Source: an optimization exercise on an open RTL-to-GDS flow (aim: small area, a short achievable clock period and few clock cycles per item). Production flows keep margins and buffers that such runs may drop.
At most, simulation tests tie the RTL to the original design; equivalence was not proved.
Power figures rest on the tool's default switching activity, not on a simulated workload.

// header_parser
module header_parser (
    input  logic         clk,
    input  logic         rst_n,
    input  logic  [0:255]  in_data,
    input  logic  [31:0]   in_keep,
    input  logic           in_valid,
    input  logic           in_last,
    output logic  [0:255]  out_data,
    output logic  [0:31]   out_keep,
    output logic           out_valid,
    output logic           out_last,
    output logic           timestamp_valid,
    output logic  [31:0]   timestamp,
    input  logic           out_ready,
    output logic           in_ready,
    input  logic           cfg_we,
    input  logic  [3:0]    cfg_waddr,
    input  logic  [31:0]   cfg_wdata,
    input  logic  [3:0]    cfg_raddr,
    output logic  [31:0]   cfg_rdata
);
Settings: LEC_CHECK=0, ABC_AREA=1, CAP_MARGIN=20, CORE_MARGIN=2, CORE_UTILIZATION=25, PLACE_DENSITY=0.5, SETUP_SLACK_MARGIN=2.5, SLEW_MARGIN=20; clock period 5.0 ns.
standard.sh (not shown) runs the stock make flow with config.mk's settings and CLKGATE_MAP_FILE= SYNTH_SCRIPT=/design/flow/synth_recipe.tcl, a recipe that flattens the netlist after the stock synthesis.
==> flow/flow/run.sh <==
#!/bin/bash
cp standard.sh standard_sh.txt
export BUFFER_PORTS_ARGS="-buffer_cell sky130_fd_sc_hd__buf_1"
bash standard.sh IO_CONSTRAINTS=$PWD/flow/io.tcl > standard.log 2>&1
==> flow/flow/io.tcl <==
# Keep the configuration read port together so the read mux sits next to its pins.
set_io_pin_constraint -group -pin_names {cfg_raddr[0] cfg_raddr[1] cfg_raddr[2] cfg_raddr[3] cfg_rdata[0] cfg_rdata[1] cfg_rdata[2] cfg_rdata[3] cfg_rdata[4] cfg_rdata[5] cfg_rdata[6] cfg_rdata[7] cfg_rdata[8] cfg_rdata[9] cfg_rdata[10] cfg_rdata[11] cfg_rdata[12] cfg_rdata[13] cfg_rdata[14] cfg_rdata[15] cfg_rdata[16] cfg_rdata[17] cfg_rdata[18] cfg_rdata[19] cfg_rdata[20] cfg_rdata[21] cfg_rdata[22] cfg_rdata[23] cfg_rdata[24] cfg_rdata[25] cfg_rdata[26] cfg_rdata[27] cfg_rdata[28] cfg_rdata[29] cfg_rdata[30] cfg_rdata[31]}
The starting point passed the timing, DRC and antenna checks.
Next try:
- ABC_AREA: 1 -> default
Worst setup slack is worse by 0.33 ns.
Register-to-register slack is worse by 0.27 ns.
Final cell count shrinks by 25%.
Core utilization grows by 0.51 points.
Clock skew barely changes.
Design area shrinks by 4.7%.
Count of clock-buffer cells in the layout shrinks by 1.
Combinational power shrinks by about 3%.
No functional check of the RTL was part of any run of this note.

The RTL this note starts from:
==> flow/design.v <==
module cycle_counter (
    input  logic        clk,
    input  logic        load,
    input  logic        inc,
    output logic [31:0] cycle_count
);
    always_ff @(posedge clk) begin
        if (load)     cycle_count <= 32'd2;
        else if (inc) cycle_count <= cycle_count + 32'd1;
    end
endmodule
module filter_config (
    input  logic        clk,         
    input  logic        rst_n,       
    input  logic        cfg_we,      
    input  logic [3:0]  cfg_waddr,   
    input  logic [31:0] cfg_wdata,   
    input  logic [3:0]  cfg_raddr,   
    output logic [31:0] cfg_rdata,   
    output logic [47:0] local_mac,       
    output logic [15:0] ethertype,       
    output logic [7:0]  ip_protocol,     
    output logic [31:0] ip_base,         
    output logic [31:0] ip_mask,         
    output logic [15:0] udp_dst_port     
);
    logic [31:0] mac_lo;     
    logic [15:0] mac_hi;     
    always_ff @(posedge clk or negedge rst_n) begin
        if (!rst_n) begin
            mac_lo         <= 32'hDEADBEEF;   
            mac_hi         <= 16'hCAFE;       
            ethertype      <= 16'h0800;       
            ip_protocol    <= 8'h11;          
            ip_base        <= 32'h0A000100;   
            ip_mask        <= 32'hFFFFFFFC;   
            udp_dst_port   <= 16'd25565;      
        end else if (cfg_we) begin
            case (cfg_waddr)
                4'h0: mac_lo         <= cfg_wdata;            
                4'h1: mac_hi         <= cfg_wdata[15:0];      
                4'h2: ethertype      <= cfg_wdata[15:0];      
                4'h3: ip_protocol    <= cfg_wdata[7:0];       
                4'h4: ip_base        <= cfg_wdata;            
                4'h5: ip_mask        <= cfg_wdata;            
                4'h6: udp_dst_port   <= cfg_wdata[15:0];      
                default: ;                                    
            endcase
        end
    end
    always_comb begin
        case (cfg_raddr)
            4'h0: cfg_rdata = mac_lo;                         
            4'h1: cfg_rdata = {16'h0, mac_hi};               
            4'h2: cfg_rdata = {16'h0, ethertype};            
            4'h3: cfg_rdata = {24'h0, ip_protocol};          
            4'h4: cfg_rdata = ip_base;                       
            4'h5: cfg_rdata = ip_mask;                       
            4'h6: cfg_rdata = {16'h0, udp_dst_port};         
            default: cfg_rdata = 32'hDEADBEEF;               
        endcase
    end
    assign local_mac = {mac_hi, mac_lo};
endmodule
module filter_core(
    input  logic         clk,
    input  logic         rst_n,
    input  logic [255:0] data,
    input  logic         cfg_we,
    input  logic [3:0]   cfg_waddr,
    input  logic [31:0]  cfg_wdata,
    input  logic [3:0]   cfg_raddr,
    output logic [31:0]  cfg_rdata,
    output logic         beat0_ok,
    output logic         beat1_ok
);
    logic [47:0] cfg_local_mac;
    logic [15:0] cfg_ethertype;
    logic [7:0]  cfg_ip_protocol;
    logic [31:0] cfg_ip_base;
    logic [31:0] cfg_ip_mask;
    logic [15:0] cfg_dest_port;
    filter_config my_configuration (
        .clk,
        .rst_n,
        .cfg_we,
        .cfg_waddr,
        .cfg_wdata,
        .cfg_raddr,
        .cfg_rdata,
        .local_mac(cfg_local_mac),
        .ethertype(cfg_ethertype),
        .ip_protocol(cfg_ip_protocol),
        .ip_base(cfg_ip_base),
        .ip_mask(cfg_ip_mask),
        .udp_dst_port(cfg_dest_port)
    );
    assign beat0_ok = (data[47:0]    == cfg_local_mac) &&                     
                      (data[111:96]  == cfg_ethertype) &&                     
                      (data[119:112] == 8'h54) &&                             
                      (data[191:184] == cfg_ip_protocol) &&                   
                      ((data[255:240] & cfg_ip_mask[15:0]) == cfg_ip_base[15:0]);  
    assign beat1_ok = ((data[15:0] & cfg_ip_mask[31:16]) == cfg_ip_base[31:16]) &&  
                      (data[47:32] == cfg_dest_port);                              
endmodule
module header_parser (
    input  logic         clk,
    input  logic         rst_n,
    input  logic  [0:255]  in_data,
    input  logic  [31:0]   in_keep,
    input  logic           in_valid,
    input  logic           in_last,
    output logic  [0:255]  out_data,
    output logic  [0:31]   out_keep,
    output logic           out_valid,
    output logic           out_last,
    output logic           timestamp_valid,
    output logic  [31:0]   timestamp,
    input  logic           out_ready,
    output logic           in_ready,
    input  logic           cfg_we,
    input  logic  [3:0]    cfg_waddr,
    input  logic  [31:0]   cfg_wdata,
    input  logic  [3:0]    cfg_raddr,
    output logic  [31:0]   cfg_rdata
);
    localparam [31:0] HEADER_KEEP = 32'h0000_03FF;    
    typedef enum logic [1:0] {
        IDLE,     
        HDR1,     
        STREAM,   
        DROP      
    } parse_state;
    parse_state state;
    logic [255:0] d;
    assign d = in_data;
    logic beat0_ok, beat1_ok;
    filter_core my_filter_core (
        .clk,
        .rst_n,
        .data(d),
        .cfg_we,
        .cfg_waddr,
        .cfg_wdata,
        .cfg_raddr,
        .cfg_rdata,
        .beat0_ok,
        .beat1_ok
    );
    logic in_accept;
    assign in_accept = in_valid && in_ready;
    assign in_ready  = out_ready || (state == IDLE) || (state == DROP);
    assign out_valid = in_valid && ((state == STREAM) || (state == HDR1 && beat1_ok && !in_last));
    assign out_data  = in_data;
    assign out_keep  = (state == HDR1) ? (in_keep & ~HEADER_KEEP) : in_keep;
    assign out_last  = in_last;
    always_ff @(posedge clk or negedge rst_n) begin
        if (!rst_n) begin
            state           <= IDLE;
            timestamp_valid <= 1'b0;
        end else begin
            timestamp_valid <= in_accept && in_last && (state == STREAM);
            if (in_accept) begin
                if (in_last)
                    state <= IDLE;
                else case (state)
                    IDLE:    state <= beat0_ok ? HDR1 : DROP;
                    HDR1:    state <= beat1_ok ? STREAM : DROP;
                    default: ;
                endcase
            end
        end
    end
    cycle_counter timestamper (
        .clk,
        .load(in_accept && state == IDLE),
        .inc(state != IDLE && !(in_accept && in_last)),
        .cycle_count(timestamp)
    );
endmodule
clock: 5.0 ns
lec_check: 0
abc_clock_period_in_ps: 2500
cap_margin: 20
core_margin: 2
core_utilization: 50
place_density: 0.7
setup_slack_margin: 2.0
slew_margin: 20
run.sh (not shown) runs the stock make flow with config.mk's settings and CLKGATE_MAP_FILE= SYNTH_SCRIPT=/design/flow/synth_recipe.tcl, a recipe that flattens the netlist after the stock synthesis.
Stock flow here: none of the scripts above is used.
The starting point did not get past I/O pin placement with PPL-0024.
Testbench counts at the start, summed over its fixed seeds: cycles 26,111, packets 2,400.
==> next run, changes <==
==> flow/config.mk (replaced) <==
export PLATFORM = sky130hd
export DESIGN_NAME = header_parser
export DESIGN_NICKNAME = header_parser
export VERILOG_FILES = /design/flow/design.v
export SDC_FILE = /design/flow/constraint.sdc
export NUM_CORES = 4
export LEC_CHECK = 0
export CAP_MARGIN = 20
export CORE_MARGIN = 2
export CORE_UTILIZATION = 25
export PLACE_DENSITY = 0.5
export SLEW_MARGIN = 20
Result: The changed run finished with timing, DRC and antenna clean. Synthesized cell count does not change. Area after synthesis stays the same.
==> next run, changes <==
--- a/flow/config.mk
+++ b/flow/config.mk
@@ -10,3 +10,4 @@
 export CORE_UTILIZATION = 25
 export PLACE_DENSITY = 0.5
+export SETUP_SLACK_MARGIN = 2.0
 export SLEW_MARGIN = 20
After rerunning: The changed run produced a clean layout. Synthesized area does not change. Design area rises by 9.9%. Total power falls by 0.41%.

Another version of the RTL of header_parser (not shown whole).
Size in the first run: about 690 I/O pins.
## header_parser
module header_parser (
    input  logic         clk,
    input  logic         rst_n,
    input  logic  [0:255]  in_data,
    input  logic  [31:0]   in_keep,
    input  logic           in_valid,
    input  logic           in_last,
    output logic  [0:255]  out_data,
    output logic  [0:31]   out_keep,
    output logic           out_valid,
    output logic           out_last,
    output logic           timestamp_valid,
    output logic  [31:0]   timestamp,
    input  logic           out_ready,
    output logic           in_ready,
    input  logic           cfg_we,
    input  logic  [3:0]    cfg_waddr,
    input  logic  [31:0]   cfg_wdata,
    input  logic  [3:0]    cfg_raddr,
    output logic  [31:0]   cfg_rdata
);
Settings: LEC_CHECK=0, CAP_MARGIN=20, CORE_MARGIN=2, CORE_UTILIZATION=25, PLACE_DENSITY=0.5, SETUP_SLACK_MARGIN=1.6, SLEW_MARGIN=20; clock period 5.0 ns.
standard.sh (not shown) runs the stock make flow with config.mk's settings and CLKGATE_MAP_FILE= SYNTH_SCRIPT=/design/flow/synth_recipe.tcl, a recipe that flattens the netlist after the stock synthesis.
==> flow/flow/run.sh <==
#!/bin/bash
set -euo pipefail
cp standard.sh standard_sh.txt
export BUFFER_PORTS_ARGS="-buffer_cell sky130_fd_sc_hd__buf_1"
ARGS="IO_CONSTRAINTS=$PWD/flow/io.tcl"
bash standard.sh $ARGS synth > synth.log 2>&1
R=$PWD/orfs/results/$FLOW_PLATFORM/header_parser/base
cp $R/1_2_yosys.v standard_synth.v
python3 flow/rmux.py cut standard_synth.v cut.v ov > rmux_cut.log 2>&1
LIB=$FLOW_HOME/platforms/$FLOW_PLATFORM/lib/sky130_fd_sc_hd__tt_025C_1v80.lib \
IN=$PWD/cut.v OUT=$PWD/remapped.v TOP=$FLOW_TOP ABC_SCRIPT=$PWD/flow/remap.abc \
  yosys -c flow/remap.tcl > remap.log 2>&1
python3 flow/rmux.py add remapped.v final_synth.v ov > rmux_add.log 2>&1
cp final_synth.v $R/1_2_yosys.v
rm -f $R/1_synth.odb $R/1_synth.sdc
bash standard.sh $ARGS > standard.log 2>&1
Other scripts of this flow, unchanged in this note and not shown: flow/flow/io.tcl, flow/flow/remap.abc, flow/flow/remap.tcl, flow/flow/rmux.py
The first run completed without violations.
Testbench counts at the start, summed over its fixed seeds: cycles 26,111, packets 2,400.
Change:
- SETUP_SLACK_MARGIN: 1.6 -> 1.3
What happened: The new run ran to the end with no violations. Routed wire length fell by 2.1%. Power came out lower by 0.33%. Via count drops by 0.54%. Core utilization went down by 0.23 points. Hold slack stays flat.
Change:
- CTS_BUF_LIST: default -> sky130_fd_sc_hd__clkbuf_8
- SETUP_SLACK_MARGIN: 1.3 -> 1.6
Wire length went up by 2.2%; hold slack gets better by 0.0089 ns; count of clock-buffer cells in the layout is lower by 5; via count is about the same; first-iteration DRC count shrinks by 14%; clock power drops by 19%; non-clock buffer count is higher by 1.
Change:
- CTS_BUF_LIST: sky130_fd_sc_hd__clkbuf_8 -> default
- SETUP_SLACK_MARGIN: 1.6 -> 1.8
Register-to-register slack gains 0.11 ns.
Worst setup slack gets better by 0.081 ns.
Cell count climbs slightly.
Routed wire length goes up by a few percent.
Global-route usage rose by 1.2 points.
Worst hold slack degrades by 0.0049 ns.
Clock skew went down by 0.0045 ns.
Cell area went up by roughly a tenth.
Clock power grows by a quarter to a third.
Combinational power goes up by a little under a tenth.
Total power grows by a little under a tenth.
Change:
- SETUP_SLACK_MARGIN: 1.8 -> 2.0
=> The new run passed the timing, DRC and antenna checks. Routed wire length is higher by 0.74%. Synthesized cell count is unchanged. Count of clock-buffer cells in the layout is unchanged. Maximum frequency grows by about 2%. Worst hold slack got worse by 0.014 ns. Worst setup slack is better by 0.069 ns. Cell area increases by 3.8%.

[separate check: timing with driven ports]
Ports are ideal in the flow. The routed layouts listed here were re-timed in OpenROAD.
Step 1 sets driving cells, clkbuf_16 on the clock port and buf_2 on the other inputs (assumed; they add their load-dependent delay and slew).
Step 2, shift: input delay + t, output delay - t, t = (earliest + latest rising clock arrival at the registers) / 2. This alone moves slack from input paths to output paths.
a / b / c = ideal ports / drivers / drivers and shift; a / b = the first two.
run | t (ns) | setup WS [ns] | hold WS [ns] | cell pins on the clock port's net
the first run of note 1 | 0.522 | 1.682 / 1.646 / 1.646 | 0.493 / 0.493 / 0.493 | 1
the second run of note 1 | 0.517 | 1.348 / 1.297 / 1.297 | 0.447 / 0.447 / 0.447 | 1
the second run of note 2 | 0.493 | 0.267 / 0.218 / 0.218 | 0.516 / 0.516 / 0.516 | 1
the third run of note 2 | 0.491 | 1.352 / 1.329 / 1.329 | 0.509 / 0.509 / 0.509 | 1
the first run of note 3 | 0.496 | 1.606 / 1.584 / 1.584 | 0.439 / 0.439 / 0.439 | 1
the second run of note 3 | 0.473 | 1.381 / 1.356 / 1.356 | 0.439 / 0.439 / 0.439 | 1
the third run of note 3 | 0.530 | 1.568 / 1.546 / 1.546 | 0.447 / 0.447 / 0.447 | 1
the fourth run of note 3 | 0.489 | 1.649 / 1.559 / 1.559 | 0.443 / 0.443 / 0.443 | 1
the fifth run of note 3 | 0.491 | 1.718 / 1.621 / 1.621 | 0.428 / 0.428 / 0.428 | 1
After both steps setup and hold are still met in every run listed. The setup slack of the fifth run of note 3, which loses most, moves by -0.097 ns with the drivers and by -0.097 ns with both steps.
